Context: an optimization exercise on an open-source flow, tuned for small area and a short achievable clock period. The choices shown serve that exercise and are no tape-out recipe.
RTL that was checked went through simulation tests only; none was proved equivalent to the original.
No activity file was given, so power comes from the tool's default toggle rates.

==> flow/design.v <==
module spn_cu (
    input  logic        clk,
    input  logic        reset,            
    input  logic [1:0]  opcode,           
    input  logic [15:0] data_in,          
    input  logic [31:0] secret_key,       
    output logic [15:0] data_out,         
    output logic [1:0]  valid             
);
    function automatic logic [3:0] sbox(input logic [3:0] x);
        logic w;
        w = ~(x[1] ^ x[2]);
        sbox[0] = x[3] ^ (x[0] & w);
        sbox[1] = ~(x[0] ^ x[1]) ^ (x[3] & ((~x[0] & ~x[2]) | (x[1] & (x[0] ^ x[2]))));
        sbox[2] = x[2] ^ (x[0] & w & ~x[3]);
        sbox[3] = ~(x[0] ^ (x[2] & ~(x[0] & x[1])) ^ (x[3] & ~(x[0] ^ x[1])));
    endfunction
    function automatic logic [3:0] inv_sbox(input logic [3:0] x);
        inv_sbox[0] = ~(x[2] ^ x[3] ^ (x[0] & ~(x[1] ^ (x[2] & x[3]))));
        inv_sbox[1] = x[1] ^ x[2] ^ x[3] ^ (x[0] & (x[3] ? x[1] : x[2]));
        inv_sbox[2] = x[2] ^ (x[0] & ~x[3] & (x[1] ^ x[2]));
        inv_sbox[3] = (~(x[1] | x[2]) | (x[0] & x[1] & x[2])) ^ (x[3] & ~(x[0] ^ x[1] ^ x[2]));
    endfunction
    function automatic logic [15:0] s16(input logic [15:0] x);
        s16 = {sbox(x[15:12]), sbox(x[11:8]), sbox(x[7:4]), sbox(x[3:0])};
    endfunction
    function automatic logic [15:0] si16(input logic [15:0] x);
        si16 = {inv_sbox(x[15:12]), inv_sbox(x[11:8]), inv_sbox(x[7:4]), inv_sbox(x[3:0])};
    endfunction
    logic        st_idle, st_pe, st_pd, st_de, st_dd;
    logic [1:0]  vo;
    logic [15:0] d_reg, k_reg;
    logic [7:0]  x_reg;
    logic        err_in;
    logic [15:0] rk_a, a_enc, a_dec, b_enc, b_dec, a_next, b_next;
    assign err_in = st_idle && (opcode == 2'b11);
    assign st_de  = vo[0] && !vo[1];
    assign st_dd  = vo[1] && !vo[0];
    assign rk_a  = {secret_key[7:0], opcode[0] ? secret_key[23:16] : secret_key[31:24]};
    assign a_enc = s16(data_in ^ rk_a);
    assign a_dec = si16(data_in) ^ rk_a;
    assign a_next = opcode[1] ? {a_dec[1:0], a_dec[15:2]} : {a_enc[13:0], a_enc[15:14]};
    assign b_enc = s16(d_reg ^ k_reg);
    assign b_dec = si16(d_reg) ^ k_reg;
    assign b_next = st_pe ? {b_enc[13:0], b_enc[15:14]} : {b_dec[1:0], b_dec[15:2]};
    always_ff @(posedge clk or posedge reset) begin
        if (reset) begin
            st_idle <= 1'b1;
            st_pe   <= 1'b0;
            st_pd   <= 1'b0;
            vo      <= 2'b00;
        end else begin
            st_idle <= vo[0] | vo[1] | (st_idle && opcode == 2'b00);
            st_pe   <= st_idle && opcode == 2'b01;
            st_pd   <= st_idle && opcode == 2'b10;
            vo      <= {st_pd | err_in, st_pe | err_in};
        end
    end
    always_ff @(posedge clk) begin
        d_reg <= st_idle ? a_next : b_next;
        k_reg <= st_idle ? secret_key[15:0] : {k_reg[7:0], x_reg};
        x_reg <= opcode[0] ? secret_key[31:24] : secret_key[23:16];
    end
    assign data_out = ({16{st_de}} & b_enc) | ({16{st_dd}} & b_dec);
    assign valid    = vo | {err_in, err_in};
endmodule
clock: 5.5 ns
lec_check: 0
cap_margin: 20
core_margin: 2
core_utilization: 40
place_density: 0.6
slew_margin: 20
standard.sh (not shown) runs the stock make flow with config.mk's settings and CLKGATE_MAP_FILE= SYNTH_SCRIPT=/design/flow/synth_recipe.tcl, a recipe that flattens the netlist after the stock synthesis.
==> flow/flow/run.sh <==
#!/bin/bash
set -u
here=$(pwd)
sed "s#SYNTH_SCRIPT=[^ ]*#SYNTH_SCRIPT=$here/flow/my_synth.tcl#" standard.sh > my_standard.sh
export MY_ABC_SCRIPT=$here/flow/abc.scr
export FLOW_SYNTH_TCL=$here/synth_recipe.tcl
extra=()
if [[ -f flow/make_args ]]; then mapfile -t extra < flow/make_args; fi
bash my_standard.sh "BUFFER_PORTS_ARGS=-buffer_cell sky130_fd_sc_hd__buf_1" "ADDER_MAP_FILE=" "${extra[@]}" finish > standard.log 2>&1
==> flow/flow/abc.scr <==
strash; &get -n; &fraig -x; &put; scorr; dc2; strash; &get -n; &dch -f; &nf -R 1000 -C 32; &put
==> flow/flow/make_args <==
SETUP_SLACK_MARGIN=2.5
==> flow/flow/my_synth.tcl <==
# Run the standard flow's synthesis script, but map with the ABC script in MY_ABC_SCRIPT.
proc abc {args} {
  set i [lsearch -exact $args -script]
  if { $i >= 0 } { lset args [expr {$i + 1}] $::env(MY_ABC_SCRIPT) }
  yosys abc {*}$args
}
source $::env(FLOW_SYNTH_TCL)
==> next run, changes <==
==> flow/flow/make_args (replaced) <==
SETUP_SLACK_MARGIN=2.3
After rerunning:
- total power came out lower by 9.4%
- routed wire length drops by 3.7%
- non-clock buffer count falls by 11
- clock power barely changes
No run of this note included a check of the RTL's function; only the layout flow was run.

* * *

spn_cu, a different RTL version from the one above (not shown whole).
Size in the first run: about 470 cells after synthesis, about 45 flip-flops, ~70 I/O pins, roughly 3800 um2 of cells after synthesis.
clock: 5.5 ns
lec_check: 0
cap_margin: 20
core_margin: 2
core_utilization: 40
place_density: 0.6
slew_margin: 20
==> flow/flow/make_args <==
SETUP_SLACK_MARGIN=2.3
CORE_UTILIZATION=50
PLACE_DENSITY=0.7
Scripts as last shown in full above: flow/flow/run.sh, flow/flow/abc.scr, flow/flow/my_synth.tcl
The baseline finished with timing, DRC and antenna clean.
Change:
==> flow/flow/make_args (replaced) <==
SETUP_SLACK_MARGIN=2.2
Global-route usage decreases by 2.8 points.
Flip-flop and latch count stays the same.
Count of clock-buffer cells in the layout decreases by 1.
Sequential share of layout area decreases by 0.27 points.
First-iteration DRC count decreases by about 26%.
Non-clock buffer count does not change.
Fmax decreases by about 2%.
Change:
==> flow/flow/abc.scr (replaced) <==
strash; &get -n; &fraig -x; &put; scorr; dc2; strash; &get -n; &dch -f; &nf; &put
==> flow/flow/make_args (replaced) <==
SETUP_SLACK_MARGIN=2.5
The new run ran to the end with no violations.
Worst setup slack gains 0.17 ns.
Core utilization climbs by 3.3 points.
Die area climbs slightly.
Cell count climbs slightly.
Change:
==> flow/flow/make_args (replaced) <==
SETUP_SLACK_MARGIN=2.0
Result: Count of clock-buffer cells in the layout is unchanged; global-route usage went down by 0.14 points; hold slack hardly moves; power went down by 11%; utilization went down by 3.9 points; die area stays the same; synthesized cell count does not change; non-clock buffer count went down by 6; clock power hardly moves; critical path depth went down by 1; routed wire length went down by 3.7%.
Change:
==> flow/flow/abc.scr (replaced) <==
&get -n
&st
&dch
&nf
&st
&syn2
&if -g -K 6
&synch2
&nf
&st
&syn2
&if -g -K 6
&synch2
&nf
&st
&syn2
&if -g -K 6
&synch2
&nf
&st
&syn2
&if -g -K 6
&synch2
&nf
&st
&syn2
&if -g -K 6
&synch2
&nf
&put
buffer -c
topo
stime -c
upsize -c
dnsize -c
==> flow/flow/make_args (replaced) <==
SETUP_SLACK_MARGIN=2.3
=> Register-to-register slack stays flat; cell area grows by 13%; routed wire length grows by 15%; power grows by 8.5%; non-clock buffer count grows by 2; clock skew is about the same; setup slack gets better by 0.19 ns; sequential power grows by 14%; utilization shrinks by 1.7 points; cell count grows by 5.7%.
Change:
==> flow/flow/abc.scr (replaced) <==
strash; &get -n; &fraig -x; &put; scorr; dc2; strash; &get -n; &dch -f; &nf; &put
==> flow/flow/make_args (replaced) <==
SETUP_SLACK_MARGIN=2.4
Result: Hold slack improves by 0.022 ns. Routed wire length decreases by 11%. Worst setup slack improves by 0.098 ns. Synthesized cell count decreases by 12%. Cell count decreases by 5.4%. Clock-buffer cell count increases by 1. Global-route usage is about the same.

* * *

spn_cu again, from the RTL that the note above started with.
clock: 5.5 ns
lec_check: 0
cap_margin: 20
core_margin: 2
core_utilization: 40
place_density: 0.6
slew_margin: 20
==> flow/flow/abc.scr <==
strash; &get -n; &fraig -x; &put; scorr; dc2; strash; &get -n; &dch -f; &nf -R 1000 -C 32; &put
==> flow/flow/make_args <==
SETUP_SLACK_MARGIN=2.4
Scripts as last shown in full above: flow/flow/run.sh, flow/flow/my_synth.tcl
Then changed:
==> flow/flow/abc.scr (replaced) <==
strash; &get -n; &fraig -x; &put; scorr; dc2; strash; &get -n; &dch -f; &nf; &put
==> flow/flow/make_args (replaced) <==
SETUP_SLACK_MARGIN=2.5
CTS_CLUSTER_SIZE=100
CTS_CLUSTER_DIAMETER=500
Cell area is higher by 3.5%; synthesized area is higher by 0.66%; register-to-register slack loses 0.04 ns; critical path depth is higher by 1; routed wire length is higher by 2.5%.

* * *

Starting RTL as in the previous note.
export LEC_CHECK = 0
export CAP_MARGIN = 20
export CORE_MARGIN = 2
export CORE_UTILIZATION = 40
export PLACE_DENSITY = 0.6
export SLEW_MARGIN = 20
create_clock -name core_clock -period 5.5 [get_ports {clk}]
==> flow/flow/abc.scr <==
strash; &get -n; &fraig -x; &put; scorr; dc2; strash; &get -n; &dch -f; &nf; &put
==> flow/flow/make_args <==
SETUP_SLACK_MARGIN=2.3
Scripts as last shown in full above: flow/flow/run.sh, flow/flow/my_synth.tcl
Next try:
==> flow/flow/make_args (replaced) <==
SETUP_SLACK_MARGIN=2.5
CORE_UTILIZATION=65
PLACE_DENSITY=0.8
The changed run completed without violations. Non-clock buffer count went up by 3. Clock-buffer cell count came out lower by 3. Routed wire length increases by 10%. Power grows by 15%. Cell count drops by 7.9%. Die area shrinks by 37%. Worst hold slack stays flat. Via count goes up by 7.4%.
Next try:
==> flow/flow/make_args (replaced) <==
SETUP_SLACK_MARGIN=2.3
CTS_ARGS=-sink_clustering_enable -repair_clock_nets -buf_list sky130_fd_sc_hd__clkbuf_16 -sink_clustering_size 60 -sink_clustering_max_diameter 500
Sequential cell count does not change.
Combinational power falls by about 10%.
Setup slack is worse by 63 ps.
Critical path depth does not change.
Non-clock buffer count falls by 3.
Clock skew stays flat.
Next try:
==> flow/flow/abc.scr (replaced) <==
strash; &get -n; &fraig -x; &put; scorr; dc2; strash; &get -n; &synch2; &nf -R 1000; &put
==> flow/flow/make_args (replaced) <==
SETUP_SLACK_MARGIN=2.3
Effect: The changed run completed with no timing, DRC or antenna violations. Combinational power is about the same. Wire length shrinks by a few percent. Via count shrinks by a few percent. Non-clock buffer count shrinks by 1. Count of clock-buffer cells in the layout grows by 1. Flip-flop and latch count stays the same. Setup slack gets better by 43 ps. Worst hold slack gets worse by 15 ps. Cell count shrinks slightly. Power shrinks slightly.

## afterwards: timing with drivers on the ports
How much do the figures lean on ideal ports? The routed layouts below were timed once more, with nothing changed but the port constraints.
Step 1 assumes that a clkbuf_16 drives the clock port and a buf_2 every other input.
Step 2 adds t to the input delays and takes it off the output delays; t is the mean of the earliest and latest rising clock arrival at the registers after step 1. Input paths then give back, and output paths get back, about the clock's delay inside the block.
a / b / c = ideal / step 1 / step 2; a / b = the first two.
run | t (ns) | setup WS [ns] | worst setup path at the end | worst data-port slew with drivers (ns)
the first run of note 1 | 0.331 | 2.580 / 2.550 / 2.391 | input to register | 0.03
the second run of note 1 | 0.330 | 2.341 / 2.312 / 2.293 | input to register | 0.03
the first run of note 2 | 0.323 | 2.402 / 2.374 / 2.388 | input to output | 0.04
the second run of note 2 | 0.329 | 2.341 / 2.310 / 2.347 | input to output | 0.04
the third run of note 2 | 0.328 | 2.512 / 2.481 / 2.454 | input to register | 0.04
the fourth run of note 2 | 0.327 | 2.159 / 2.128 / 2.071 | input to register | 0.04
the fifth run of note 2 | 0.337 | 2.350 / 2.314 / 2.394 | input to output | 0.04
the sixth run of note 2 | 0.331 | 2.448 / 2.417 / 2.391 | input to register | 0.04
the first run of note 3 | 0.328 | 2.504 / 2.472 / 2.438 | input to register | 0.04
the second run of note 3 | 0.328 | 2.512 / 2.481 / 2.454 | input to register | 0.04
the first run of note 4 | 0.329 | 2.409 / 2.378 / 2.391 | input to register | 0.04
the second run of note 4 | 0.337 | 2.423 / 2.392 / 2.495 | input to register | 0.04
the third run of note 4 | 0.316 | 2.360 / 2.323 / 2.402 | input to register | 0.04
the fourth run of note 4 | 0.325 | 2.403 / 2.372 / 2.484 | input to output | 0.04
After both steps every run listed still meets setup and hold. For the first run of note 1, which loses most, drivers alone change the setup slack by -0.030 ns; drivers and shift together by -0.189 ns.
